Source: an optimization exercise on an open RTL-to-GDS flow (aim: small area). Production flows keep margins and buffers that such runs may drop. The RTL was checked by simulation tests, not by an equivalence proof against the original design. Power and IR drop assume default switching activity.

**flow/design.v**
```verilog
module music_top(
    input clk,
    input rst,       
    input play,      
    input right_button,
    input left_button,
    input loop,  
    input [7:0] kb_data,     
    input kb_data_valid,     
    input [15:0] sw,
    output [15:0] led,
    output audio_mclk,  
    output audio_lrck,  
    output audio_sck,   
    output audio_sdin,  
    output [6:0] DISPLAY,
    output [3:0] DIGIT
);
    wire [12:0] tick;
    wire display_en, rise_fast, rise_norm, frame_en;
    timebase u_tb(.clk(clk), .rst(rst), .tick(tick), .display_en(display_en),
        .rise_fast(rise_fast), .rise_norm(rise_norm), .frame_en(frame_en));
    wire loop_de, left_de, right_de, play_pause;
    buttons u_btn(.clk(clk), .rst(rst), .play(play), .loop(loop), .left_button(left_button),
        .right_button(right_button), .loop_de(loop_de), .left_de(left_de), .right_de(right_de),
        .play_pause(play_pause));
    wire reverse, fast;
    wire [2:0] loop_width, volume;
    wire [1:0] octave, duty;
    keys u_keys(.clk(clk), .rst(rst), .kb_data(kb_data), .kb_data_valid(kb_data_valid),
        .reverse(reverse), .fast(fast), .loop_width(loop_width), .volume(volume),
        .octave(octave), .duty(duty));
    wire [11:0] ibeat;
    player u_player(.clk(clk), .rst(rst), .en(fast ? rise_fast : rise_norm), .play_pause(play_pause),
        .loop_de(loop_de), .reverse(reverse), .loop_width(loop_width), .ibeat(ibeat));
    leds u_leds(.clk(clk), .rst(rst), .play_pause(play_pause), .ibeat(ibeat), .led(led));
    wire sounding, is_am, is_noise;
    wire [11:0] nd;
    tone_sel u_tone(.ibeat(ibeat), .play_pause(play_pause), .sw(sw), .left_de(left_de),
        .right_de(right_de), .octave(octave), .sounding(sounding), .is_am(is_am),
        .is_noise(is_noise), .nd(nd));
    wire note_clk;
    wire [15:0] am;
    wave u_wave(.clk(clk), .rst(rst), .nd(nd), .duty(duty), .volume(volume),
        .note_clk(note_clk), .am(am));
    wire noise_clk;
    noise u_noise(.clk(clk), .rst(rst), .noise_clk(noise_clk));
    audio_out u_audio(.clk(clk), .rst(rst), .tick(tick), .frame_en(frame_en), .sounding(sounding),
        .is_am(is_am), .is_noise(is_noise), .am(am), .noise_clk(noise_clk), .note_clk(note_clk),
        .volume(volume), .audio_mclk(audio_mclk), .audio_lrck(audio_lrck), .audio_sck(audio_sck),
        .audio_sdin(audio_sdin));
    display u_disp(.clk(clk), .rst(rst), .display_en(display_en), .volume(volume),
        .octave(octave), .loop_width(loop_width), .DIGIT(DIGIT), .DISPLAY(DISPLAY));
endmodule
module timebase(input clk, input rst, output reg [12:0] tick, output display_en,
                output rise_fast, output rise_norm, output frame_en);
    integer i;
    reg [12:0] nxt;
    reg c;
    always @(*) begin
        c = 1'b1;
        for (i = 0; i < 13; i = i + 1) begin
            nxt[i] = tick[i] ^ c;
            c = c & tick[i];
        end
    end
    always @(posedge clk, posedge rst)
        if (rst) tick <= 13'd0;
        else     tick <= nxt;
    assign display_en = (tick[11:0] == 12'hFFF) & ~tick[12];
    assign rise_fast  = (tick[9:0]  == 10'h3FF) & ~tick[10];
    assign rise_norm  = (tick[10:0] == 11'h7FF) & ~tick[11];
    assign frame_en   = (tick[8:0]  == 9'h0FF);
endmodule
module buttons(input clk, input rst, input play, input loop, input left_button,
               input right_button, output loop_de, output left_de, output right_de,
               output reg play_pause);
    reg [2:0] loop_c, lb_c, rb_c;
    reg [3:0] play_c;
    reg play_1p;
    always @(posedge clk, posedge rst)
        if (rst) begin
            loop_c <= 3'd0; lb_c <= 3'd0; rb_c <= 3'd0;
            play_c <= 4'd0; play_1p <= 1'b0; play_pause <= 1'b0;
        end else begin
            loop_c <= loop ? {loop_c[1] & loop_c[0] | loop_c[2], loop_c[1] ^ loop_c[0] | (&loop_c), ~loop_c[0] | (&loop_c)} : 3'd0;
            lb_c <= left_button ? {lb_c[1] & lb_c[0] | lb_c[2], lb_c[1] ^ lb_c[0] | (&lb_c), ~lb_c[0] | (&lb_c)} : 3'd0;
            rb_c <= right_button ? {rb_c[1] & rb_c[0] | rb_c[2], rb_c[1] ^ rb_c[0] | (&rb_c), ~rb_c[0] | (&rb_c)} : 3'd0;
            play_c <= play ? (play_c[3] ? 4'd8 : {&play_c[2:0], play_c[2] ^ (&play_c[1:0]), play_c[1] ^ play_c[0], ~play_c[0]}) : 4'd0;
            play_1p <= (play_c == 4'd7);
            play_pause <= play_pause ^ play_1p;
        end
    assign loop_de  = &loop_c;
    assign left_de  = &lb_c;
    assign right_de = &rb_c;
endmodule
module keys(input clk, input rst, input [7:0] kb_data, input kb_data_valid,
            output reg reverse, output reg fast, output reg [2:0] loop_width,
            output reg [2:0] volume, output reg [1:0] octave, output reg [1:0] duty);
    localparam [2:0] K_ACK = 3'd0, K_BAT = 3'd1, K_INA = 3'd2,
                     K_KEY = 3'd3, K_BRK = 3'd4, K_EXT = 3'd5;
    reg [2:0] ks;
    reg [3:0] fid;
    reg [2:0] ktm;
    reg [3:0] code_id;
    always @(*) begin
        case (kb_data)
            8'h2D: code_id = 4'd1;    
            8'h72: code_id = 4'd2;    
            8'h7A: code_id = 4'd3;    
            8'h6B: code_id = 4'd4;    
            8'h73: code_id = 4'd5;    
            8'h74: code_id = 4'd6;    
            8'h1A: code_id = 4'd7;    
            8'h22: code_id = 4'd8;    
            8'h1C: code_id = 4'd9;    
            8'h23: code_id = 4'd10;   
            8'h1D: code_id = 4'd11;   
            8'h1B: code_id = 4'd12;   
            8'h44: code_id = 4'd13;   
            8'h4D: code_id = 4'd14;   
            8'h54: code_id = 4'd15;   
            default: code_id = 4'd0;
        endcase
    end
    always @(posedge clk, posedge rst)
        if (rst) begin
            ks <= K_ACK;
            ktm <= 3'd0;
        end else begin
            case (ktm)
                3'd5: ktm <= 3'd4;
                3'd4: ktm <= 3'd3;
                3'd3: ktm <= 3'd2;
                3'd2: ktm <= 3'd1;
                default: ktm <= 3'd0;
            endcase
            if (kb_data_valid) begin
                case (ks)
                    K_ACK: ks <= (kb_data == 8'hAA) ? K_KEY : (kb_data == 8'hFA) ? K_BAT : K_INA;
                    K_BAT: ks <= (kb_data == 8'hAA) ? K_KEY : K_ACK;
                    K_INA: ks <= (kb_data == 8'hAA) ? K_KEY : K_INA;
                    K_KEY: begin
                        if (kb_data == 8'hF0) ks <= K_BRK;
                        else if (kb_data == 8'hE0) ks <= K_EXT;
                        else if (code_id != 4'd0) ktm <= 3'd5;
                    end
                    K_BRK: ks <= K_KEY;
                    K_EXT: ks <= (kb_data == 8'hF0) ? K_BRK : K_KEY;
                    default: ks <= K_ACK;
                endcase
            end
        end
    always @(posedge clk)
        if (kb_data_valid) fid <= code_id;
    wire act = (ktm == 3'd1);
    always @(posedge clk, posedge rst)
        if (rst) begin
            reverse <= 1'b0; fast <= 1'b0; loop_width <= 3'd3;
            volume <= 3'd3; octave <= 2'd2; duty <= 2'd0;
        end else if (act) begin
            case (fid)
                4'd1: reverse <= ~reverse;
                4'd2, 4'd3, 4'd4, 4'd5, 4'd6: loop_width <= fid[2:0];
                4'd7: fast <= 1'b0;
                4'd8: fast <= 1'b1;
                4'd9: case (volume)
                    3'd5: volume <= 3'd4;
                    3'd4: volume <= 3'd3;
                    3'd3: volume <= 3'd2;
                    default: volume <= 3'd1;
                endcase
                4'd10: case (volume)
                    3'd1: volume <= 3'd2;
                    3'd2: volume <= 3'd3;
                    3'd3: volume <= 3'd4;
                    default: volume <= 3'd5;
                endcase
                4'd11: octave <= (octave == 2'd1) ? 2'd2 : 2'd3;
                4'd12: octave <= (octave == 2'd3) ? 2'd2 : 2'd1;
                4'd13: duty <= 2'd0;
                4'd14: duty <= 2'd1;
                4'd15: duty <= 2'd2;
                default: ;
            endcase
        end
endmodule
module player(input clk, input rst, input en, input play_pause, input loop_de,
              input reverse, input [2:0] loop_width, output reg [11:0] ibeat);
    reg [9:0] bound_hi;
    reg bound_lo;
    wire [11:0] bound = {bound_hi, bound_lo, bound_lo};
    reg [4:0] jump;        
    reg [11:0] rlim;       
    reg [11:0] flim;       
    always @(*) begin
        case (loop_width)
            3'd2: begin jump = 5'd7;  rlim = 12'd59; flim = 12'd4;  end
            3'd3: begin jump = 5'd11; rlim = 12'd55; flim = 12'd8;  end
            3'd4: begin jump = 5'd15; rlim = 12'd51; flim = 12'd12; end
            3'd5: begin jump = 5'd19; rlim = 12'd47; flim = 12'd16; end
            default: begin jump = 5'd23; rlim = 12'd43; flim = 12'd20; end
        endcase
    end
    integer i;
    reg r_gt, f_lt;        
    always @(*) begin
        r_gt = 1'b0; f_lt = 1'b0;
        for (i = 0; i < 12; i = i + 1) begin
            r_gt = (ibeat[i] & ~rlim[i]) | (ibeat[i] & r_gt) | (~rlim[i] & r_gt);
            f_lt = (~ibeat[i] & flim[i]) | (~ibeat[i] & f_lt) | (flim[i] & f_lt);
        end
    end
    wire at_bound = (ibeat == bound);
    wire do_jump = loop_de & at_bound & (reverse ? ~r_gt : ~f_lt);
    wire [11:0] delta = reverse ? (do_jump ? {7'd0, jump} : 12'hFFF)
                                : (do_jump ? ~{7'd0, jump} : 12'd1);
    reg [11:0] moved;
    reg c;
    always @(*) begin
        c = ~reverse & do_jump;
        for (i = 0; i < 12; i = i + 1) begin
            moved[i] = ibeat[i] ^ delta[i] ^ c;
            c = (ibeat[i] & delta[i]) | (c & (ibeat[i] ^ delta[i]));
        end
    end
    wire beat_hi = (ibeat[11:6] != 6'd0) | (&ibeat[5:0]);    
    wire beat_zero = (ibeat == 12'd0);
    wire [11:0] next_ibeat = do_jump ? moved :
                             reverse ? (beat_zero ? 12'd63 : moved) :
                                       (beat_hi ? 12'd0 : moved);
    always @(posedge clk, posedge rst)
        if (rst) begin
            ibeat <= 12'd0; bound_hi <= 10'd0; bound_lo <= 1'b0;
        end else if (en && play_pause) begin
            ibeat <= next_ibeat;
            if (!loop_de) begin
                if (reverse) begin
                    bound_hi <= ibeat[11:2]; bound_lo <= 1'b0;
                end else if (!beat_hi) begin
                    bound_hi <= ibeat[11:2]; bound_lo <= 1'b1;
                end else begin
                    bound_hi <= 10'd0; bound_lo <= 1'b0;
                end
            end
        end
endmodule
module leds(input clk, input rst, input play_pause, input [11:0] ibeat, output [15:0] led);
    reg [3:0] led_step;
    reg led_all;
    always @(posedge clk, posedge rst)
        if (rst) begin
            led_step <= 4'd0; led_all <= 1'b0;
        end else if (play_pause) begin
            led_step <= ibeat[5:2]; led_all <= (ibeat[11:6] != 6'd0);
        end
    genvar gi;
    generate for (gi = 0; gi < 16; gi = gi + 1) begin : g_led
        assign led[15 - gi] = led_all | (led_step == gi);
    end endgenerate
endmodule
module tone_sel(input [11:0] ibeat, input play_pause, input [15:0] sw, input left_de,
                input right_de, input [1:0] octave, output sounding, output is_am,
                output reg is_noise, output [11:0] nd);
    wire [3:0] step = ibeat[5:2];
    wire in_song = (ibeat[11:6] == 6'd0);
    reg [2:0] tone;        
    reg gated;             
    always @(*) begin
        gated = 1'b1;
        case (step)
            4'd0:  begin tone = 3'd0; gated = 1'b0; end
            4'd1:  tone = 3'd1;
            4'd2:  tone = 3'd2;
            4'd3:  tone = 3'd0;
            4'd4:  tone = 3'd3;
            4'd5:  tone = 3'd4;
            4'd6:  begin tone = 3'd5; gated = 1'b0; end
            4'd7:  tone = 3'd6;
            4'd8:  tone = 3'd7;
            4'd9:  tone = 3'd3;
            4'd10: begin tone = 3'd0; gated = 1'b0; end
            4'd11: tone = 3'd0;
            4'd12: begin tone = 3'd3; gated = 1'b0; end
            4'd13: tone = 3'd0;
            4'd14: begin tone = 3'd3; gated = 1'b0; end
            default: tone = 3'd6;
        endcase
    end
    assign sounding = play_pause & in_song & sw[~step] & ~(gated & left_de);
    reg [11:0] tdiv;
    always @(*) begin
        case ({octave, tone})
            {2'd1, 3'd0}: tdiv = 12'd3846;
            {2'd1, 3'd1}: tdiv = 12'd1612;
            {2'd1, 3'd2}: tdiv = 12'd1515;
            {2'd1, 3'd3}: tdiv = 12'd3424;
            {2'd1, 3'd4}: tdiv = 12'd2032;
            {2'd1, 3'd5}: tdiv = 12'd2873;
            {2'd1, 3'd6}: tdiv = 12'd1908;
            {2'd1, 3'd7}: tdiv = 12'd2272;
            {2'd3, 3'd0}: tdiv = 12'd961;
            {2'd3, 3'd1}: tdiv = 12'd401;
            {2'd3, 3'd2}: tdiv = 12'd378;
            {2'd3, 3'd3}: tdiv = 12'd850;
            {2'd3, 3'd4}: tdiv = 12'd506;
            {2'd3, 3'd5}: tdiv = 12'd714;
            {2'd3, 3'd6}: tdiv = 12'd477;
            {2'd3, 3'd7}: tdiv = 12'd568;
            {2'd2, 3'd0}: tdiv = 12'd1923;
            {2'd2, 3'd1}: tdiv = 12'd803;
            {2'd2, 3'd2}: tdiv = 12'd757;
            {2'd2, 3'd3}: tdiv = 12'd1700;
            {2'd2, 3'd4}: tdiv = 12'd1012;
            {2'd2, 3'd5}: tdiv = 12'd1428;
            {2'd2, 3'd6}: tdiv = 12'd954;
            {2'd2, 3'd7}: tdiv = 12'd1136;
            default: tdiv = 12'd0;
        endcase
    end
    assign nd = sounding ? tdiv : 12'd1;
    assign is_am = (step == 4'd11) | (step == 4'd13);
    always @(*) begin
        case (step)
            4'd0, 4'd6, 4'd10: is_noise = left_de;
            4'd4, 4'd12: is_noise = 1'b1;
            4'd14: is_noise = left_de | right_de;
            default: is_noise = 1'b0;
        endcase
    end
endmodule
module wave(input clk, input rst, input [11:0] nd, input [1:0] duty, input [2:0] volume,
            output reg note_clk, output reg [15:0] am);
    reg [11:0] pcnt;
    reg up;
    reg [1:0] am_c;            
    wire [11:0] duty_thr = (duty == 2'd0) ? {3'd0, nd[11:3]} :
                           (duty == 2'd1) ? {2'd0, nd[11:2]} : {1'b0, nd[11:1]};
    wire [11:0] half = {1'b0, nd[11:1]};
    integer i;
    reg run, lt_duty, lt_half, c;
    reg [11:0] pinc;
    always @(*) begin
        run = 1'b0; lt_duty = 1'b0; lt_half = 1'b0; c = 1'b1;
        for (i = 0; i < 12; i = i + 1) begin
            run = (~pcnt[i] & nd[i]) | (~pcnt[i] & run) | (nd[i] & run);
            lt_duty = (~pcnt[i] & duty_thr[i]) | (~pcnt[i] & lt_duty) | (duty_thr[i] & lt_duty);
            lt_half = (~pcnt[i] & half[i]) | (~pcnt[i] & lt_half) | (half[i] & lt_half);
            pinc[i] = pcnt[i] ^ c;
            c = c & pcnt[i];
        end
    end
    wire am_hit = nd[11] ? (am_c == 2'd1) : (am_c == 2'd0);
    reg [15:0] vol_step;
    always @(*) begin
        case (volume)
            3'd1: vol_step = 16'd80;
            3'd2: vol_step = 16'd120;
            3'd3: vol_step = 16'd150;
            3'd4: vol_step = 16'd200;
            default: vol_step = 16'd250;
        endcase
    end
    reg [15:0] vol_neg;
    always @(*) begin
        case (volume)
            3'd1: vol_neg = 16'hFFB0;
            3'd2: vol_neg = 16'hFF88;
            3'd3: vol_neg = 16'hFF6A;
            3'd4: vol_neg = 16'hFF38;
            default: vol_neg = 16'hFF06;
        endcase
    end
    wire [15:0] am_add = am[15] ? (up ? vol_step : vol_neg) : 16'd0;
    reg [15:0] am_next;
    reg ac;
    always @(*) begin
        ac = 1'b1;
        for (i = 0; i < 16; i = i + 1) begin
            am_next[i] = ~am[i] ^ am_add[i] ^ ac;
            ac = (~am[i] & am_add[i]) | (ac & (~am[i] ^ am_add[i]));
        end
    end
    always @(posedge clk, posedge rst)
        if (rst) begin
            pcnt <= 12'd0; note_clk <= 1'b0; up <= 1'b1; am_c <= 2'd0; am <= 16'd1;
        end else if (run) begin
            pcnt <= pinc;
            note_clk <= lt_duty;
            up <= lt_half;
            if (am_hit) begin
                am_c <= 2'd0;
                am <= am_next;
            end else
                am_c <= (am_c == 2'd0) ? 2'd1 : 2'd2;
        end else begin
            pcnt <= 12'd0; up <= 1'b1; am_c <= 2'd0; am <= 16'd1;
        end
endmodule
module noise(input clk, input rst, output reg noise_clk);
    reg [3:0] rnd;
    reg [6:0] nq;
    reg nfirst;
    reg [6:0] nthr;       
    always @(*) begin
        case (rnd)
            4'd1: nthr = 7'd127;
            4'd2: nthr = nfirst ? 7'd66 : 7'd65;
            4'd3: nthr = 7'd44;
            4'd4: nthr = 7'd33;
            4'd5: nthr = 7'd26;
            4'd6: nthr = 7'd22;
            4'd7: nthr = nfirst ? 7'd20 : 7'd19;
            4'd8: nthr = 7'd17;
            4'd9: nthr = 7'd15;
            4'd10: nthr = 7'd13;
            4'd11: nthr = 7'd12;
            4'd12: nthr = 7'd11;
            4'd13: nthr = 7'd10;
            4'd14: nthr = 7'd9;
            default: nthr = nfirst ? 7'd9 : 7'd8;
        endcase
    end
    integer i;
    reg lt, c;
    reg [6:0] qinc;
    always @(*) begin
        lt = 1'b0; c = 1'b1;
        for (i = 0; i < 7; i = i + 1) begin
            lt = (~nq[i] & nthr[i]) | (~nq[i] & lt) | (nthr[i] & lt);
            qinc[i] = nq[i] ^ c;
            c = c & nq[i];
        end
    end
    wire rnd15 = &rnd;
    always @(posedge clk, posedge rst)
        if (rst) begin
            rnd <= 4'b1100; nq <= 7'd0; nfirst <= 1'b1; noise_clk <= 1'b0;
        end else begin
            rnd <= {rnd[1] ^ rnd[0], rnd[3:1]};
            if (rnd15 && nq == 7'd69) begin
                nq <= 7'd0; nfirst <= 1'b0;
            end else begin
                if (rnd15) nq <= qinc;
                noise_clk <= lt;
            end
        end
endmodule
module audio_out(input clk, input rst, input [12:0] tick, input frame_en, input sounding,
                 input is_am, input is_noise, input [15:0] am, input noise_clk, input note_clk,
                 input [2:0] volume, output audio_mclk, output audio_lrck, output audio_sck,
                 output audio_sdin);
    reg [15:0] sample;
    always @(*) begin
        if (!sounding)
            sample = 16'h0000;
        else if (is_am)
            sample = am;
        else if (is_noise)
            sample = noise_clk ? 16'h6000 : 16'hA000;
        else case (volume)
            3'd1: sample = note_clk ? 16'h1000 : 16'hF000;
            3'd2: sample = note_clk ? 16'h2000 : 16'hE000;
            3'd3: sample = note_clk ? 16'h4000 : 16'hC000;
            3'd4: sample = note_clk ? 16'h5000 : 16'hB000;
            default: sample = note_clk ? 16'h6000 : 16'hA000;
        endcase
    end
    reg [15:0] audio;
    always @(posedge clk, posedge rst)
        if (rst) audio <= 16'd0;
        else if (frame_en) audio <= sample;
    assign audio_mclk = tick[1];
    assign audio_lrck = tick[8];
    assign audio_sck = 1'b1;
    wire [15:0] audio_rev = {audio[1], audio[2], audio[3], audio[4], audio[5], audio[6],
                             audio[7], audio[8], audio[9], audio[10], audio[11], audio[12],
                             audio[13], audio[14], audio[15], audio[0]};
    assign audio_sdin = audio_rev[tick[7:4]];
endmodule
module display(input clk, input rst, input display_en, input [2:0] volume, input [1:0] octave,
               input [2:0] loop_width, output reg [3:0] DIGIT, output reg [6:0] DISPLAY);
    reg [2:0] value;
    always @(posedge clk, posedge rst)
        if (rst) begin
            value <= 3'd0; DIGIT <= 4'b1111;
        end else if (display_en) begin
            case (DIGIT)
                4'b1110: begin value <= 3'd0; DIGIT <= 4'b1101; end
                4'b1101: begin value <= volume; DIGIT <= 4'b1011; end
                4'b1011: begin value <= {1'b0, octave}; DIGIT <= 4'b0111; end
                4'b0111: begin value <= loop_width; DIGIT <= 4'b1110; end
                default: begin value <= 3'd0; DIGIT <= 4'b1110; end
            endcase
        end
    always @(*) begin
        case (value)
            3'd1: DISPLAY = 7'b111_1001;
            3'd2: DISPLAY = 7'b010_0100;
            3'd3: DISPLAY = 7'b011_0000;
            3'd4: DISPLAY = 7'b001_1001;
            3'd5: DISPLAY = 7'b001_0010;
            3'd6: DISPLAY = 7'b000_0010;
            3'd7: DISPLAY = 7'b111_1000;
            default: DISPLAY = 7'b011_1111;
        endcase
    end
endmodule
```
**flow/run.sh**
```bash
#!/bin/bash
# synth_recipe.tcl (not shown) runs the flow's synth.tcl, then flattens the netlist and writes it again
# the make line also repeats each setting of config.mk as NAME=value (left out here)
make -C /OpenROAD-flow-scripts/flow DESIGN_CONFIG=/design/flow/config.mk WORK_HOME=/design/flow/orfs CLKGATE_MAP_FILE= SYNTH_SCRIPT=/design/flow/synth_recipe.tcl finish
```
**flow/config.mk**
```make
export PLATFORM = sky130hd
export DESIGN_NAME = music_top
export DESIGN_NICKNAME = music_top
export VERILOG_FILES = /design/flow/design.v
export SDC_FILE = /design/flow/constraint.sdc
export NUM_CORES = 4
export LEC_CHECK = 0
export ABC_AREA = 1
export CAP_MARGIN = 20
export CORE_MARGIN = 2
export CORE_UTILIZATION = 40
export SLEW_MARGIN = 20
```
**flow/constraint.sdc**
```tcl
create_clock -name core_clock -period 150.0 [get_ports {clk}]
set_input_delay 30.0000 -clock core_clock [delete_from_list [all_inputs] [get_ports {clk}]]
set_output_delay 30.0000 -clock core_clock [all_outputs]
set_load 0.01 [all_outputs]
```
==> results of run 1 <==
==> stage by stage <==
stage | setup slack (ps) | hold WS (ps) | instances
2_1_floorplan | 116210 | 374 | 1366
4_1_cts | 117540 | 395 | 1762
3_5_place_dp | 117080 | 381 | 1730
3_3_place_gp | 117180 | 382 | 1730
5_1_grt | 117180 | 398 | 1762
6_report | 117510 | 392 | 1762
==> synthesized netlist by cell type, drive strengths merged, types with 3 or more instances <==
| library cell | count |
|---|---|
| o21ai | 125 |
| xnor2 | 3 |
| o22ai | 27 |
| nand4 | 25 |
| edfxtp | 4 |
| nor4 | 13 |
| nand2 | 317 |
| a21oi | 44 |
| ha | 54 |
| clkbuf | 13 |
| nand3 | 58 |
| o32ai | 4 |
| a32o | 4 |
| a31oi | 3 |
| xor2 | 12 |
| fa | 24 |
| o2111ai | 5 |
| buf | 15 |
| or2 | 4 |
| o31ai | 12 |
| or3 | 3 |
| nor2 | 145 |
| dfstp | 14 |
| inv | 242 |
| nor3 | 29 |
| nand3b | 4 |
| dfrtp | 128 |
| o211ai | 15 |
==> logic make-up after synthesis <==
family | after synthesis
adder cells (fa/ha/maj) | 78
multiplexers | 2
buffers and inverters | 271
AO/OA/AOI/OAI | 252
AND/OR/NAND/NOR | 601
flip-flops | 146
XOR/XNOR | 15
other | 1
==> state kept, by name (all words and copies together) (netlist names), 4 cells and up <==
signal	count
u_player.ibeat	12
u_disp.DIGIT	4
u_noise.rnd	4
u_audio.audio	16
u_btn.play_c	4
u_tb.tick	13
u_noise.nq	7
u_wave.am	16
u_wave.pcnt	12
u_keys.fid	4
u_player.bound_hi	10
u_leds.led_step	4
==> per-layer routing <==
layer / vias to the layer above / track usage [%] / share of wire, %
li1: 4562 / - / -
met1: 4113 / 26.3 / 49
met2: 165 / 31.6 / 46
met3: 27 / 3.23 / 4.1
met4: 0 / 5.18 / 1.3
met5: - / 0 / 0
==> worst max-delay path by stage <==
stage            from                      endpoint  slack (ps)
2_1_floorplan     rst  u_audio.audio[0]$_DFFE_PP0N_      116210
5_1_grt        sw[12]      u_wave.am[5]$_DFFE_PP0P_      117180
6_report       sw[12]     u_wave.am[14]$_DFFE_PP0P_      117510
3_5_place_dp   sw[12]      u_wave.am[7]$_DFFE_PP0P_      117080
3_3_place_gp   sw[12]     u_wave.am[15]$_DFFE_PP0P_      117180
4_1_cts        sw[12]      u_wave.am[7]$_DFFE_PP0P_      117540
==> power by group through the flow <==
| stage | sequential (uW) | combinational [uW] | clock [uW] |
|---|---|---|---|
| 2_1_floorplan | 48.6 | 46.6 | 0 |
| 3_3_place_gp | 50.7 | 58.4 | 0 |
| 3_5_place_dp | 50.9 | 59.3 | 0 |
| 4_1_cts | 50.1 | 59.8 | 41.8 |
| 5_1_grt | 50.9 | 69.1 | 43.5 |
| 6_report | 50.2 | 59.6 | 40.7 |
==> cells in the final DEF, fill, tap and decap left out, types with 14 or more instances in the layout <==
| cell type | instances |
|---|---|
| clkbuf_16 | 17 |
| a21oi_1 | 44 |
| nand2_1 | 304 |
| ha_1 | 54 |
| o211ai_1 | 15 |
| dfstp_2 | 14 |
| dfrtp_1 | 128 |
| inv_1 | 228 |
| nor3_1 | 28 |
| nand3_1 | 53 |
| nand4_1 | 24 |
| o21ai_0 | 119 |
| clkdlybuf4s50_1 | 60 |
| nor2_1 | 121 |
| nor2_2 | 22 |
| o22ai_1 | 27 |
| fa_1 | 24 |
==> layout make-up <==
| type | instances | area, um2 | share of cell area, % |
|---|---|---|---|
| multi-input combinational | 949 | 5470 | 46.9 |
| sequential | 146 | 3690 | 31.6 |
| tap | 330 | 413 | 3.54 |
| inverter | 243 | 920 | 7.88 |
| clock inverter | 14 | 119 | 1.02 |
| clock buffer | 18 | 439 | 3.77 |
| timing repair buffer | 62 | 616 | 5.28 |
==> notes.md, run 1 <==
post-synthesis adder-cell area fraction 11.3%; Final Util between 40% and 50%; Hold Buf Count CTS 0; Synth Register Bits 146; Final Hold Viols 0; CP Depth 18; number of distinct library cells after synthesis 62; DR vias a little under 9,000; gr ovfl total 0; Synth Flop Type dfrtp_1; Placement Cell Area between 10,000 and 15,000 um2; switching portion of total power around two fifths; # port buffers 60; vias in the first global route roughly 8,700; CTS sink cnt 146; num ports 62; setup TNS 0 ps; Worst Hold Endpoint u_noise.rnd[2]$_DFF_PP1_; simple-gate area share of the yosys netlist a little over a quarter; clock network fraction of design power between 20% and 30%; Iteration-0 DRC Markers roughly 570; worst slew pin tran 981 ps; cell mode on critical path nand2_1; CTS Buf Count 17; Worst-Skew Late Latency 430 ps; EDFF count, synth 4; Post-synth ARST share 97.3%; Setup CP Type in -> reg; Crit Path Max Fanout 21; Post-CTS Resized 0; CP Data Required Time 150,310 ps; Post-Route Skew approximately 11 ps; largest family of logic cells by synthesized area simple AND/OR/NAND/NOR gates; Area Growth Syn to Fin 13.8%; die height ~160 um; Pins Over Slew Limit 0; relative slew slack approximately a third; combinational share of power about two fifths; fmax 30.8 MHz; CP arrival 32,790 ps; mapped cell area approximately 10,000 um2; VDD IR-drop max around 0.0084 mV; DR pass1 iterations 9; CTS clk-pin slew, worst paths 60 ps; Starting Density approximately 41%; DP HPWL 18,300 um; Overall Global Routing Usage between 10% and 20%; post-synth top area cell dfrtp_1; deepest clock path buffer count 2; Tcrit/Tclk final between 20% and 30%; Yosys Warn Count 10; max_cap viols 0; Gate Count Post-Synth around 1,400; Power Total roughly 150 uW; Worst Reg-to-Reg Cells 29; CTS tree yes; endpoint class of the critical path register; Synth top area share between 30% and 40%; mux cell area share after synthesis less than 1%; die area 26,900 um2; # nets final about 1,500; hold_sp u_noise.rnd[3]$_DFF_PP1_; Die Wd 164 um; Antenna Cells 0; top cell family by delay on the critical path simple AND/OR/NAND/NOR gates; drc violations 0; post-CTS setup buffers 0; layout cells sized above 1 around 8%; internal power 90.3 uW; RSZ-0062 raised after global routing no; top post-synthesis cells by area dfrtp_1 31%, nand2_1 11%, inv_1 8.4%, ha_1 6.6%, o21ai_0 5.8%; post-route ant nets 0; post-synthesis sequential area ratio between 30% and 40%; crit path max-delay cell type inv_1; critical-path cell list clkdlybuf4s50_1 > inv_1 > nand2_1 > nand3_1 > nand2_1 > nand2_1 > nand2_1 > nor2_2 > nor2_4 > inv_1 > nor3_4 > inv_2 > nand2_1 > nand2_1 > inv_1 > nand2_1 > o21ai_0 > nor2_1; pin count of the biggest net entering global routing 86; Routed WL per cell ~14 um; syn_nets ~1,500; PD cells about 13 nW/um2; post-synthesis compound-gate area fraction approximately 14%; Layout fillers around 2,500; Sequential Power Share between 30 and 40%; Switching Power 60.3 uW; xor/xnor cell area share of the yosys netlist 1.28%; vias per cell 5.03; leakage 0.00560 uW; Reg-to-Reg End u_wave.am[15]$_DFFE_PP0P_; total wire length between 20,000 and 25,000 um; crit-path max cell delay approximately 470 ps; first-pass GRT wire length about 42,000 um; antenna violations before repair 0; crit path time final approximately 32,000 ps; mean area per synthesized cell 7.50 um2; WP buf/inv 5; Core Area 25,200 um2; status timing/DRC/antenna clean; clock tree root driver cell clkbuf_16; Hold Path Cell Cnt 0; H-tree depth 4; Final Cell Area about 12,000 um2; r2r startpoint u_keys.volume[0]$_DFFE_PP1P_; r2r setup slk around 140,000 ps; FP Rows between 50 and 60; Placer Congestion 0.875; Min-Delay Path Class reg -> reg; Critical Path Source Type primary input; endpoints failing setup 0
==> run 2, diff against run 1 <==
--- a/flow/design.v
+++ b/flow/design.v
@@ -97,11 +97,11 @@
 module keys(input clk, input rst, input [7:0] kb_data, input kb_data_valid,
             output reg reverse, output reg fast, output reg [2:0] loop_width,
             output reg [2:0] volume, output reg [1:0] octave, output reg [1:0] duty);
-    localparam [2:0] K_ACK = 3'd0, K_BAT = 3'd1, K_INA = 3'd2,
-                     K_KEY = 3'd3, K_BRK = 3'd4, K_EXT = 3'd5;
-    reg [2:0] ks;
+    localparam [3:0] K_ACK = 4'd0, K_BAT = 4'd1, K_INA = 4'd2,
+                     K_KEY = 4'd3, K_BRK = 4'd4, K_EXT = 4'd5,
+                     K_T5 = 4'd6, K_T4 = 4'd7, K_T3 = 4'd8, K_T2 = 4'd9, K_T1 = 4'd10;
+    reg [3:0] ks;
     reg [3:0] fid;
-    reg [2:0] ktm;
     reg [3:0] code_id;
     always @(*) begin
         case (kb_data)
@@ -124,36 +124,28 @@
         endcase
     end
     always @(posedge clk, posedge rst)
-        if (rst) begin
-            ks <= K_ACK;
-            ktm <= 3'd0;
-        end else begin
-            case (ktm)
-                3'd5: ktm <= 3'd4;
-                3'd4: ktm <= 3'd3;
-                3'd3: ktm <= 3'd2;
-                3'd2: ktm <= 3'd1;
-                default: ktm <= 3'd0;
-            endcase
-            if (kb_data_valid) begin
-                case (ks)
-                    K_ACK: ks <= (kb_data == 8'hAA) ? K_KEY : (kb_data == 8'hFA) ? K_BAT : K_INA;
-                    K_BAT: ks <= (kb_data == 8'hAA) ? K_KEY : K_ACK;
-                    K_INA: ks <= (kb_data == 8'hAA) ? K_KEY : K_INA;
-                    K_KEY: begin
-                        if (kb_data == 8'hF0) ks <= K_BRK;
-                        else if (kb_data == 8'hE0) ks <= K_EXT;
-                        else if (code_id != 4'd0) ktm <= 3'd5;
-                    end
-                    K_BRK: ks <= K_KEY;
-                    K_EXT: ks <= (kb_data == 8'hF0) ? K_BRK : K_KEY;
-                    default: ks <= K_ACK;
-                endcase
+        if (rst) ks <= K_ACK;
+        else case (ks)
+            K_ACK: if (kb_data_valid) ks <= (kb_data == 8'hAA) ? K_KEY : (kb_data == 8'hFA) ? K_BAT : K_INA;
+            K_BAT: if (kb_data_valid) ks <= (kb_data == 8'hAA) ? K_KEY : K_ACK;
+            K_INA: if (kb_data_valid && kb_data == 8'hAA) ks <= K_KEY;
+            K_KEY: if (kb_data_valid) begin
+                if (kb_data == 8'hF0) ks <= K_BRK;
+                else if (kb_data == 8'hE0) ks <= K_EXT;
+                else if (code_id != 4'd0) ks <= K_T5;
             end
-        end
+            K_BRK: if (kb_data_valid) ks <= K_KEY;
+            K_EXT: if (kb_data_valid) ks <= (kb_data == 8'hF0) ? K_BRK : K_KEY;
+            K_T5: ks <= K_T4;
+            K_T4: ks <= K_T3;
+            K_T3: ks <= K_T2;
+            K_T2: ks <= K_T1;
+            K_T1: ks <= K_KEY;
+            default: ks <= K_ACK;
+        endcase
     always @(posedge clk)
         if (kb_data_valid) fid <= code_id;
-    wire act = (ktm == 3'd1);
+    wire act = (ks == K_T1);
     always @(posedge clk, posedge rst)
         if (rst) begin
             reverse <= 1'b0; fast <= 1'b0; loop_width <= 3'd3;
@@ -381,20 +373,24 @@
             ac = (~am[i] & am_add[i]) | (ac & (~am[i] ^ am_add[i]));
         end
     end
+    always @(posedge clk)
+        if (run) begin
+            note_clk <= lt_duty;
+            up <= lt_half;
+        end else
+            up <= 1'b1;
     always @(posedge clk, posedge rst)
         if (rst) begin
-            pcnt <= 12'd0; note_clk <= 1'b0; up <= 1'b1; am_c <= 2'd0; am <= 16'd1;
+            pcnt <= 12'd0; am_c <= 2'd0; am <= 16'd1;
         end else if (run) begin
             pcnt <= pinc;
-            note_clk <= lt_duty;
-            up <= lt_half;
             if (am_hit) begin
                 am_c <= 2'd0;
                 am <= am_next;
             end else
                 am_c <= (am_c == 2'd0) ? 2'd1 : 2'd2;
         end else begin
-            pcnt <= 12'd0; up <= 1'b1; am_c <= 2'd0; am <= 16'd1;
+            pcnt <= 12'd0; am_c <= 2'd0; am <= 16'd1;
         end
 endmodule
 module noise(input clk, input rst, output reg noise_clk);
@@ -435,16 +431,16 @@
     wire rnd15 = &rnd;
     always @(posedge clk, posedge rst)
         if (rst) begin
-            rnd <= 4'b1100; nq <= 7'd0; nfirst <= 1'b1; noise_clk <= 1'b0;
+            rnd <= 4'b1100; nq <= 7'd0; nfirst <= 1'b1;
         end else begin
             rnd <= {rnd[1] ^ rnd[0], rnd[3:1]};
             if (rnd15 && nq == 7'd69) begin
                 nq <= 7'd0; nfirst <= 1'b0;
-            end else begin
-                if (rnd15) nq <= qinc;
-                noise_clk <= lt;
-            end
+            end else if (rnd15)
+                nq <= qinc;
         end
+    always @(posedge clk)
+        if (!(rnd15 && nq == 7'd69)) noise_clk <= lt;
 endmodule
 module audio_out(input clk, input rst, input [12:0] tick, input frame_en, input sounding,
                  input is_am, input is_noise, input [15:0] am, input noise_clk, input note_clk,
@@ -467,16 +463,19 @@
         endcase
     end
     reg [15:0] audio;
+    reg audio_ok;
+    always @(posedge clk)
+        if (frame_en) audio <= sample;
     always @(posedge clk, posedge rst)
-        if (rst) audio <= 16'd0;
-        else if (frame_en) audio <= sample;
+        if (rst) audio_ok <= 1'b0;
+        else if (frame_en) audio_ok <= 1'b1;
     assign audio_mclk = tick[1];
     assign audio_lrck = tick[8];
     assign audio_sck = 1'b1;
     wire [15:0] audio_rev = {audio[1], audio[2], audio[3], audio[4], audio[5], audio[6],
                              audio[7], audio[8], audio[9], audio[10], audio[11], audio[12],
                              audio[13], audio[14], audio[15], audio[0]};
-    assign audio_sdin = audio_rev[tick[7:4]];
+    assign audio_sdin = audio_ok & audio_rev[tick[7:4]];
 endmodule
 module display(input clk, input rst, input display_en, input [2:0] volume, input [1:0] octave,
                input [2:0] loop_width, output reg [3:0] DIGIT, output reg [6:0] DISPLAY);
==> flow/flow/run.sh (new file) <==
#!/bin/bash
# Own layout flow: the standard ORFS flow (standard.sh) with
#  - a different ABC mapping script for the area-oriented synthesis
#    (flow/abc_area.script: repeated &dch/&nf area mapping),
#  - port buffers made with the smallest buffer cell (buf_1),
#  - clock tree built from clkbuf_4 cells, without dummy loads.
# Registers, floorplan, power grid, tap cells, placement, routing and
# finishing are the standard flow's.  Every tool's output is kept in
# orfs/logs (ORFS's per-step logs) and in flow_make.log here.
set -euo pipefail
W=$(pwd)
S="$W/scripts_mod"
rm -rf "$S"
mkdir -p "$S"
cp -r "$FLOW_HOME/scripts/." "$S/"
cp "$W/flow/abc_area.script" "$S/abc_area.script"
bash "$W/standard.sh" \
  "SCRIPTS_DIR=$S" \
  "BUFFER_PORTS_ARGS=-buffer_cell sky130_fd_sc_hd__buf_1" \
  "CTS_ARGS=$(cat "$W/flow/cts_args")" \
  finish > "$W/flow_make.log" 2>&1
==> flow/flow/abc_area.script (new file) <==
&get -n
&st
&dch -f
&nf -R 1000 -p
&st
&dch -f
&nf -R 1000 -p
&st
&dch -f
&nf -R 1000 -p
&put
==> flow/flow/cts_args (new file) <==
-sink_clustering_enable -repair_clock_nets -dont_use_dummy_load -buf_list sky130_fd_sc_hd__clkbuf_8
==> flow/standard.sh (new file) <==
#!/bin/bash
# synth_recipe.tcl (not shown) runs the flow's synth.tcl, then flattens the netlist and writes it again
# the make line also repeats each setting of config.mk as NAME=value (left out here)
make -C /OpenROAD-flow-scripts/flow DESIGN_CONFIG=/design/flow/config.mk WORK_HOME=/design/flow/orfs CLKGATE_MAP_FILE= SYNTH_SCRIPT=/design/flow/synth_recipe.tcl "${@:-finish}"
removed: flow/run.sh
==> notes.md, run 2 <==
status timing/DRC/antenna clean; die height 155 um (-5.3%); Post-synth ARST share 84.1% (-13 points); fmax 29.6 MHz (-3.8%); FP Rows 55 (-5.2%); Synth top area share 29.8% (-1.5 points); commonest non-fill, non-tap cells in the layout 135 x nor2_1, 111 x nand2_1, 109 x dfrtp_1; CTS clk-pin slew, worst paths 70 ps (about the same); Synth Register Bits 145 (-0.68%); crit-path max cell delay 470 ps (about the same); Starting Density 40.6% (-0.095 points); die area 24,100 um2 (-10%); Yosys Warn Count 10 (unchanged); crit path time final 33,780 ps (+1290 ps); Antenna Cells 0 (unchanged); Final Hold Viols 0 (unchanged); max_cap viols 0 (unchanged); antenna violations before repair 0 (unchanged); leakage 0.00424 uW (-24%); num ports 62 (unchanged); Gate Count Post-Synth 980 (-28%); # nets final 1,173 (-23%); gr ovfl total 0 (unchanged); vias per cell 5.55 (+10%); Post-CTS Resized 0 (unchanged); WL met1 10,400 um (-13%); Core Area 22,600 um2 (-10%); syn_nets 1,086 (-26%); Setup CP Type in -> reg; vias in the first global route 6,975 (-20%); count leader, synth nor2_1; Critical Path Source Type primary input; post-synthesis sequential area ratio 40.9% (+4.9 points); Placement Cell Area 9820 um2 (-12%); Routed WL per cell 15.2 um (+9.5%); Multi-input gate area 5210 um2 (-4.6%); post-route ant nets 0 (unchanged); WP buf/inv 3 (-2); Synth Flop Type dfrtp_1; Hold Buf Count CTS 0 (unchanged); Worst-Skew Late Latency 450 ps (+20 ps); Area Growth Syn to Fin 9.76%; first-pass GRT wire length 35,300 um (-16%); total wire length 20,500 um (-16%); largest family of logic cells by synthesized area compound AO/OA/AOI/OAI gates; Pins Over Slew Limit 0 (unchanged); RSZ-0062 raised after global routing no; pin count of the biggest net entering global routing 80 (-7.0%); CTS Buf Count 17 (unchanged); Post-Route Skew 36.8 ps (+25.4 ps); Met2 Wirelength 9000 um (-19%); EDFF count, synth 22 (+18); Final Cell Area 10,100 um2 (-14%); endpoint class of the critical path register; setup TNS 0 ps (unchanged); mux cell area share after synthesis 2.47% (+2.3 points); critical-path cell list buf_1 > mux4_2 > a22o_1 > nor2_1 > a211oi_2 > buf_4 > or3b_1 > a222oi_1 > clkinv_1 > maj3_1 > maj3_1 > maj3_1 > maj3_1 > a21oi_1 > o21ai_0 > o221ai_1 > a21oi_1 > a211oi_1; layout cells sized above 1 4.51% (-3.5 points); post-synth top area cell dfrtp_1; simple-gate area share of the yosys netlist 19.9% (-6.2 points); post-synthesis compound-gate area fraction 20.3% (+6.0 points); deepest clock path buffer count 2 (unchanged); H-tree depth 4 (unchanged); mapped cell area 9160 um2 (-11%); mean area per synthesized cell 9.35 um2 (+25%); Power Total 128 uW (-15%); top post-synthesis cells by area dfrtp_1 30%, edfxtp_1 7.2%, ha_1 7.0%, nor2_1 5.6%, fa_1 5.2%; number of distinct library cells after synthesis 70 (+13%); Tcrit/Tclk final 22.5% (+0.86 points); VDD IR-drop max 0.00635 mV (-24%); clock tree root driver cell clkbuf_8; worst slew pin tran 779 ps (-202 ps); metal3 WL 787 um (-22%); Placer Congestion 0.869 (-0.70%); Overall Global Routing Usage 17.9% (-1.3 points); DR pass1 iterations 5 (-4); endpoints failing setup 0 (unchanged); PD cells 12.7 nW/um2 (-1.4%); most common cell after layout, fill and taps aside nor2_1; Min-Delay Path Class reg -> reg; worst hold margin 423 ps (+30.6 ps); sequential cell area 3750 um2 (+1.6%); relative slew slack 48.1% (+14 points); top cell family by delay on the critical path adder cells; Iteration-0 DRC Markers 467 (-18%); Crit Path Max Fanout 18 (-14%); Post-synth top cells 136 x nor2_1, 111 x nand2_1, 109 x dfrtp_1, 60 x a21oi_1, 59 x o21ai_0; CP arrival 34,040 ps (+1250 ps); DP HPWL 15,000 um (-18%); Die Wd 155 um (-5.3%); cell mode on critical path maj3_1; CTS sink cnt 145 (-0.68%); Layout fillers 2,246 (-11%); CTS tree yes; Largest regs u_audio.audio: 16 flops, u_wave.am: 16 flops, u_tb.tick: 13 flops; crit path max-delay cell type or3b_1; post-synthesis adder-cell area fraction 12.6% (+1.4 points); post-CTS setup buffers 0 (unchanged); # port buffers 60 (unchanged); DR vias 7,491 (-16%); DR top layer met4; drc violations 0 (unchanged); CP Data Required Time 150,260 ps (-50 ps); xor/xnor cell area share of the yosys netlist 1.34% (+0.056 points)
==> run 2: cell count changes after synthesis, moves of 36 or more <==
cell,delta
nand2_1,-193
o21ai_0,-60
nand3_1,-36
clkinv_1,+54
inv_1,-229
nor2b_1,+37
==> run 2: cell families after synthesis <==
group	Yosys count
buffers and inverters	56
adders and majority gates	79
and+or+nand+nor	389
xor gates and xnor gates	14
other	1
AOI/OAI and AO/OA	280
muxes	16
DFF	145
==> run 2: stage by stage <==
stage               util, %  instances  setup WS, ps
CTS                    44.5       1350        116260
finish                 44.6       1350        116220
floorplan                 -        980        115580
detailed placement     43.5       1333        115800
global placement       43.5       1333        115870
global route           44.6       1350        115910
==> run 2: worst paths after layout <==
check                                             startpoint                   endpoint  slack [ps]  depth (start not counted)
worst min register to register      u_noise.rnd[3]$_DFF_PP1_   u_noise.rnd[2]$_DFF_PP1_         420                          0
max in group asynchronous                                rst    u_tb.tick[11]$_DFF_PP0_      119270                          3
min in group asynchronous                                rst   u_keys.ks[1]$_DFFE_PP0P_       29620                          2
worst max register to register  u_keys.volume[1]$_DFFE_PP1P_  u_wave.am[15]$_DFFE_PP0P_      142870                         22
worst min-delay path                u_noise.rnd[3]$_DFF_PP1_   u_noise.rnd[2]$_DFF_PP1_         420                          0
worst max-delay path                                   sw[9]  u_wave.note_clk$_DFFE_PP_      116220                         18
==> run 2: metal layers <==
layer / vias to the layer above / track usage (%)
li1: 3755 / -
met2: 164 / 27.6
met3: 21 / 2.70
met1: 3551 / 26.2
met5: - / 0
met4: 0 / 5.02
==> run 2: worst register-to-register path: stages, from the launching register on <==
cell	delay, ps
dfstp_2	630
nor2_1	100
nor2_1	170
nand2_1	160
and3_1	220
fa_1	400
fa_1	390
fa_1	400
fa_1	400
fa_1	400
fa_1	390
fa_1	390
fa_1	380
fa_1	390
fa_1	390
fa_1	390
fa_1	380
clkinv_1	70
fa_1	160
clkinv_1	70
fa_1	380
xnor2_1	140
a211oi_1	220
==> run 2: where the power goes <==
part	internal, uW	switching, uW
Sequential	45.9	7.41
Clock	9.99	13.0
Combinational	22.3	29.5
Total	78.2	49.9
==> run 2: area by class of cell <==
| type | instances | share of cell area [%] |
|---|---|---|
| Clock buffer | 17 | 2.33 |
| Inverter | 55 | 2.08 |
| Multi-Input combinational cell | 779 | 51.8 |
| Sequential cell | 145 | 37.3 |
| Tap cell | 285 | 3.55 |
| Timing Repair Buffer | 69 | 2.95 |
==> run 3, diff against run 2 <==
--- a/flow/flow/run.sh
+++ b/flow/flow/run.sh
@@ -16,6 +16,7 @@
 cp "$W/flow/abc_area.script" "$S/abc_area.script"
 bash "$W/standard.sh" \
   "SCRIPTS_DIR=$S" \
+  "ADDER_MAP_FILE=" \
   "BUFFER_PORTS_ARGS=-buffer_cell sky130_fd_sc_hd__buf_1" \
   "CTS_ARGS=$(cat "$W/flow/cts_args")" \
   finish > "$W/flow_make.log" 2>&1
==> flow/flow/abc_area.script (replaced) <==
&get -n
&st
&deepsyn -T 30
&dch -f
&nf -R 1000 -p
&st
&dch -f
&nf -R 1000 -p
&put
==> notes.md, run 3 <==
count leader, synth nor2_1; pin count of the biggest net entering global routing 63 (-21%); gr ovfl total 0 (unchanged); Overall Global Routing Usage 18.4% (+0.46 points); WP buf/inv 3 (unchanged); Pins Over Slew Limit 0 (unchanged); Antenna Cells 0 (unchanged); sequential cell area 3750 um2 (unchanged); layout cells sized above 1 3.70% (-0.80 points); Synth Flop Type dfrtp_1; die area 22,100 um2 (-8.4%); Iteration-0 DRC Markers 500 (+7.1%); Routed WL per cell 15.0 um (-0.84%); number of distinct library cells after synthesis 61 (-13%); clock tree root driver cell clkbuf_8; leakage 0.00384 uW (-9.6%); post-synth top area cell dfrtp_1; drc violations 0 (unchanged); Area Growth Syn to Fin 9.91%; vias in the first global route 6,714 (-3.7%); DR vias 7,385 (-1.4%); Starting Density 41.1% (+0.52 points); vias per cell 5.70 (+2.7%); Crit Path Max Fanout 30 (+12); # port buffers 60 (unchanged); mapped cell area 8370 um2 (-8.6%); Worst-Skew Late Latency 460 ps (about the same); critical-path cell list buf_1 > o22ai_1 > o21ai_0 > nand4b_1 > nor2_1 > o21ai_0 > buf_4 > nor2_1 > a31oi_1 > o22ai_1 > a21oi_1 > a221oi_1 > o21ai_0 > o21ai_0 > a21oi_1 > a221oi_1 > nor2_1 > a221oi_1 > nor3_1 > a21o_1 > clkinv_1 > o21ai_0 > a21oi_1; endpoint class of the critical path register; DR pass1 iterations 6 (+1); post-route ant nets 0 (unchanged); endpoints failing setup 0 (unchanged); Placement Cell Area 8970 um2 (-8.7%); worst slew pin tran 926 ps (+147 ps); commonest non-fill, non-tap cells in the layout 126 x nor2_1, 109 x dfrtp_1, 86 x nand2_1; most common cell after layout, fill and taps aside nor2_1; Post-CTS Resized 0 (unchanged); Yosys Warn Count 10 (unchanged); VDD IR-drop max 0.00659 mV (+3.6%); antenna violations before repair 0 (unchanged); crit path max-delay cell type a21o_1; Multi-input gate area 4510 um2 (-13%); FP Rows 52 (-5.5%); top cell family by delay on the critical path compound AO/OA/AOI/OAI gates; CP Data Required Time 150,310 ps (+50 ps); Post-Route Skew 33.0 ps (-3.72 ps); top post-synthesis cells by area dfrtp_1 33%, edfxtp_1 7.9%, nor2_1 5.6%, a21oi_1 4.5%, dfstp_2 4.1%; total wire length 19,500 um (-4.8%); Hold Buf Count CTS 0 (unchanged); CTS tree yes; Final Cell Area 9200 um2 (-8.5%); # nets final 1,059 (-9.7%); crit-path max cell delay 730 ps (+260 ps); EDFF count, synth 22 (unchanged); relative slew slack 38.3% (-9.8 points); Die Wd 149 um (-4.3%); Gate Count Post-Synth 945 (-3.6%); DP HPWL 14,100 um (-5.7%); setup TNS 0 ps (unchanged); CTS clk-pin slew, worst paths 60 ps (about the same); Critical Path Source Type primary input; deepest clock path buffer count 2 (unchanged); Min-Delay Path Class reg -> reg; first-pass GRT wire length 33,000 um (-6.5%); post-CTS setup buffers 0 (unchanged); num ports 62 (unchanged); PD cells 12.1 nW/um2 (-5.2%); Setup CP Type in -> reg; Largest regs u_audio.audio: 16 flops, u_wave.am: 16 flops, u_tb.tick: 13 flops; Placer Congestion 0.834 (-4.0%); max_cap viols 0 (unchanged); H-tree depth 4 (unchanged); fmax 29.8 MHz (+0.80%); die height 149 um (-4.3%); crit path time final 33,510 ps (-268 ps); post-synthesis sequential area ratio 44.8% (+3.9 points); mean area per synthesized cell 8.86 um2 (-5.2%); CP arrival 33,820 ps (-220 ps); Core Area 20,400 um2 (-9.8%); Synth Register Bits 145 (unchanged); Layout fillers 2,012 (-10%); CTS sink cnt 145 (unchanged); cell mode on critical path o21ai_0; status timing/DRC/antenna clean; CTS Buf Count 17 (unchanged); RSZ-0062 raised after global routing no; syn_nets 976 (-10%); Post-synth top cells 126 x nor2_1, 109 x dfrtp_1, 86 x nand2_1, 76 x a21oi_1, 58 x o21ai_0; Final Hold Viols 0 (unchanged); Tcrit/Tclk final 22.3% (-0.18 points); Post-synth ARST share 84.1% (unchanged); Synth top area share 32.6% (+2.8 points)
-- run 3: layout make-up --
class                      count  share of cell area [%]
multi-input combinational    771                    49.0
sequential                   145                    40.7
tap                          270                    3.67
timing repair buffer          65                    2.85
clock buffer                  17                    2.54
inverter                      28                    1.17
-- run 3: kinds of logic after synthesis --
family                   Yosys count  synth area share [%]
AND/OR/NAND/NOR                  414                  24.2
AO/OA/AOI/OAI                    299                  23.1
flip-flops                       145                  44.8
XOR/XNOR                          45                  4.71
buffers and inverters             29                  1.34
multiplexers                      10                  1.54
adder cells (fa/ha/maj)            2                 0.239
other                              1                0.0448
-- run 3: report_power, final --
group          total [uW]  internal, uW  switching (uW)
Combinational        36.9          15.8            21.1
Clock                22.4          9.96            12.4
Sequential           51.8          44.8            7.02
Total                 111          70.6            40.5
-- run 3: worst reg2reg max path, delay by kind of cell (launching register included) --
family | cells | cell delay [ps]
and+or+nand+nor | 6 | 1110
AOI/OAI and AO/OA | 16 | 3040
buffers and inverters | 3 | 870
DFF | 1 | 610
-- run 3: worst paths after layout --
| check | slack (ps) | depth (start not counted) | end | start |
|---|---|---|---|---|
| setup / recovery | 116490 | 23 | u_wave.am[11]$_DFFE_PP0P_ | sw[15] |
| hold / removal | 440 | 1 | u_btn.play_1p$_DFF_PP0_ | u_btn.play_c[3]$_DFF_PP0_ |
| setup reg to reg | 144250 | 25 | u_wave.am[11]$_DFFE_PP0P_ | u_player.ibeat[3]$_DFFE_PP0P_ |
| hold reg to reg | 440 | 1 | u_btn.play_1p$_DFF_PP0_ | u_btn.play_c[3]$_DFF_PP0_ |
| max in group asynchronous | 119000 | 3 | u_wave.pcnt[2]$_DFF_PP0_ | rst |
| min in group asynchronous | 29700 | 2 | u_noise.nq[6]$_DFFE_PP0P_ | rst |
-- run 3: per-stage QoR --
step	total power [uW]	worst slack [ps]	hold slack (ps)	std cells	util, %
2_1_floorplan	80.1	116530	403	945	-
3_3_place_gp	88.9	116090	421	1279	44.0
3_5_place_dp	89.1	116060	414	1279	44.0
4_1_cts	112	116490	434	1296	45.2
5_1_grt	120	115940	451	1296	45.2
6_report	111	116490	436	1296	45.2
-- run 3: layer usage --
layer  vias to the layer above  part of all wire [%]  global-route usage, %
met5                         -                     0                      0
met4                         0                   1.5                   4.62
met3                        27                   4.2                   3.65
met2                       168                    46                   29.6
met1                      3515                    48                   25.5
li1                       3675                     -                      -
==> run 4, diff against run 3 <==
==> flow/flow/cts_args (replaced) <==
-sink_clustering_enable -repair_clock_nets -dont_use_dummy_load -buf_list {sky130_fd_sc_hd__clkbuf_4 sky130_fd_sc_hd__clkbuf_8}
==> notes.md, run 4 <==
CP Data Required Time 150,310 ps (about the same); gr ovfl total 0 (unchanged); Post-synth ARST share 84.1% (unchanged); syn_nets 976 (unchanged); Yosys Warn Count 10 (unchanged); CTS sink cnt 145 (unchanged); Gate Count Post-Synth 945 (unchanged); Multi-input gate area 4510 um2 (unchanged); relative slew slack 38.3% (unchanged); CTS clk-pin slew, worst paths 60 ps (about the same); H-tree depth 4 (unchanged); Synth Register Bits 145 (unchanged); die height 149 um (unchanged); FP Rows 52 (unchanged); Placer Congestion 0.834 (unchanged); status timing/DRC/antenna clean; Overall Global Routing Usage 18.4% (unchanged); most common cell after layout, fill and taps aside nor2_1; Post-CTS Resized 0 (unchanged); DP HPWL 14,100 um (unchanged); Antenna Cells 0 (unchanged); drc violations 0 (unchanged); Iteration-0 DRC Markers 500 (unchanged); vias per cell 5.70 (unchanged); CP arrival 33,820 ps (about the same); Final Hold Viols 0 (unchanged); Tcrit/Tclk final 22.3% (unchanged); commonest non-fill, non-tap cells in the layout 126 x nor2_1, 109 x dfrtp_1, 86 x nand2_1; Critical Path Source Type primary input; sequential cell area 3750 um2 (unchanged); Power Total 111 uW (unchanged); Post-Route Skew 33.0 ps (unchanged); pin count of the biggest net entering global routing 63 (unchanged); max_cap viols 0 (unchanged); antenna violations before repair 0 (unchanged); fmax 29.8 MHz (unchanged); Hold Buf Count CTS 0 (unchanged); number of distinct library cells after synthesis 61 (unchanged); vias in the first global route 6,714 (unchanged); Routed WL per cell 15.0 um (unchanged); first-pass GRT wire length 33,000 um (unchanged); mean area per synthesized cell 8.86 um2 (unchanged); post-CTS setup buffers 0 (unchanged); Worst-Skew Late Latency 460 ps (about the same); Area Growth Syn to Fin 9.91% (unchanged); post-route ant nets 0 (unchanged); post-synthesis sequential area ratio 44.8% (unchanged); Synth Flop Type dfrtp_1; Largest regs u_audio.audio: 16 flops, u_wave.am: 16 flops, u_tb.tick: 13 flops; die area 22,100 um2 (unchanged); clock tree root driver cell clkbuf_8; Layout fillers 2,012 (unchanged); post-synth top area cell dfrtp_1; worst slew pin tran 926 ps (unchanged); Post-synth top cells 126 x nor2_1, 109 x dfrtp_1, 86 x nand2_1, 76 x a21oi_1, 58 x o21ai_0; RSZ-0062 raised after global routing no; CTS Buf Count 17 (unchanged); total wire length 19,500 um (unchanged); # port buffers 60 (unchanged); DR pass1 iterations 6 (unchanged); CTS tree yes; Core Area 20,400 um2 (unchanged); top post-synthesis cells by area dfrtp_1 33%, edfxtp_1 7.9%, nor2_1 5.6%, a21oi_1 4.5%, dfstp_2 4.1%; EDFF count, synth 22 (unchanged); layout cells sized above 1 3.70% (unchanged); endpoint class of the critical path register; crit path time final 33,510 ps (unchanged); Starting Density 41.1% (unchanged); DR vias 7,385 (unchanged); Synth top area share 32.6% (unchanged); PD cells 12.1 nW/um2 (unchanged); Die Wd 149 um (unchanged); leakage 0.00384 uW (unchanged); # nets final 1,059 (unchanged); endpoints failing setup 0 (unchanged); Setup CP Type in -> reg; Pins Over Slew Limit 0 (unchanged); setup TNS 0 ps (unchanged); VDD IR-drop max 0.00659 mV (unchanged); Crit Path Max Fanout 30 (unchanged); deepest clock path buffer count 2 (unchanged); num ports 62 (unchanged); count leader, synth nor2_1; Min-Delay Path Class reg -> reg; mapped cell area 8370 um2 (unchanged)
==> run 4: worst max-delay path, stage by stage <==
cell and delay [ps]:
buf_1 70, o22ai_1 160, o21ai_0 110, nand4b_1 110, nor2_1 50, o21ai_0 70, buf_4 210, nor2_1 120
a31oi_1 450, o22ai_1 160, a21oi_1 140, a221oi_1 60, o21ai_0 160, o21ai_0 110, a21oi_1 150, a221oi_1 60
nor2_1 130, a221oi_1 60, nor3_1 280, a21o_1 730, clkinv_1 230, o21ai_0 130, a21oi_1 60
==> run 4: kinds of logic after synthesis <==
family                   synth area share (%)
AND/OR/NAND/NOR                          24.2
flip-flops                               44.8
multiplexers                             1.54
XOR/XNOR                                 4.71
other                                  0.0448
buffers and inverters                    1.34
AO/OA/AOI/OAI                            23.1
adder cells (fa/ha/maj)                 0.239
==> run 4: path summary, 6_finish.rpt <==
kind                                                    start                   endpoint  slack (ps)  cells past startpoint
worst max-delay path                                   sw[15]  u_wave.am[11]$_DFFE_PP0P_      116490                     23
worst min-delay path                u_btn.play_c[3]$_DFF_PP0_    u_btn.play_1p$_DFF_PP0_         440                      1
worst max register to register  u_player.ibeat[3]$_DFFE_PP0P_  u_wave.am[11]$_DFFE_PP0P_      144250                     25
worst min register to register      u_btn.play_c[3]$_DFF_PP0_    u_btn.play_1p$_DFF_PP0_         440                      1
max in group asynchronous                                 rst   u_wave.pcnt[2]$_DFF_PP0_      119000                      3
min in group asynchronous                                 rst  u_noise.nq[6]$_DFFE_PP0P_       29700                      2
==> run 4: final cells by class <==
cell class	count	area share [%]
clock buffers	17	2.54
inverters	28	1.17
multi-input cells	771	49.0
flip-flops and latches	145	40.7
well taps	270	3.67
repair buffers	65	2.85
==> run 4: routing by layer <==
metal	global-route usage, %	part of all wire (%)
met1	25.5	48
met2	29.6	46
met3	3.65	4.2
met4	4.62	1.5
met5	0	0
==> run 4: metrics by stage <==
step	utilization [%]	setup WS (ps)	instances	hold WS (ps)	instance area, um2
final	45.2	116490	1296	436	9200
after floorplan	-	116530	945	403	8370
after detailed placement	44.0	116060	1279	414	8970
after CTS	45.2	116490	1296	434	9200
after global routing	45.2	115940	1296	451	9200
after global placement	44.0	116090	1279	421	8970
==> run 4: where the power goes <==
group / leakage (uW) / internal [uW] / switching, uW
sequential: 0.00186 / 44.8 / 7.02
clock: 0.000122 / 9.96 / 12.4
combinational: 0.00186 / 15.8 / 21.1

[separate check: timing with driven ports]
How much do the figures lean on ideal ports? The routed layouts below were timed once more, with nothing changed but the port constraints.
Step 1 (the two cells are an assumption about what drives the block):
set clk [get_ports {clk}]
set_driving_cell -lib_cell sky130_fd_sc_hd__clkbuf_16 $clk
set_driving_cell -lib_cell sky130_fd_sc_hd__buf_2 [delete_from_list [all_inputs] $clk]
Step 2, shift: input delay + t, output delay - t, t = (earliest + latest rising clock arrival at the registers) / 2. This alone moves slack from input paths to output paths.
Slacks: ideal ports / drivers / drivers and shift; pairs: ideal ports / drivers.
run | t, ns | slack for setup (ns) | slew at the worst register clock pin (ns) | worst data-port slew with drivers (ns)
run 1 | 0.473 | 117.514 / 117.530 / 117.058 | 0.07 / 0.07 | 0.04
run 2 | 0.473 | 116.220 / 116.218 / 115.746 | 0.09 / 0.09 | 0.04
run 3 | 0.479 | 116.488 / 116.503 / 116.025 | 0.09 / 0.09 | 0.04
run 4 | 0.479 | 116.488 / 116.503 / 116.025 | 0.09 / 0.09 | 0.04
After both steps every run listed still meets setup and hold. The setup slack of run 2, which loses most, moves by -0.002 ns with the drivers and by -0.474 ns with both steps.
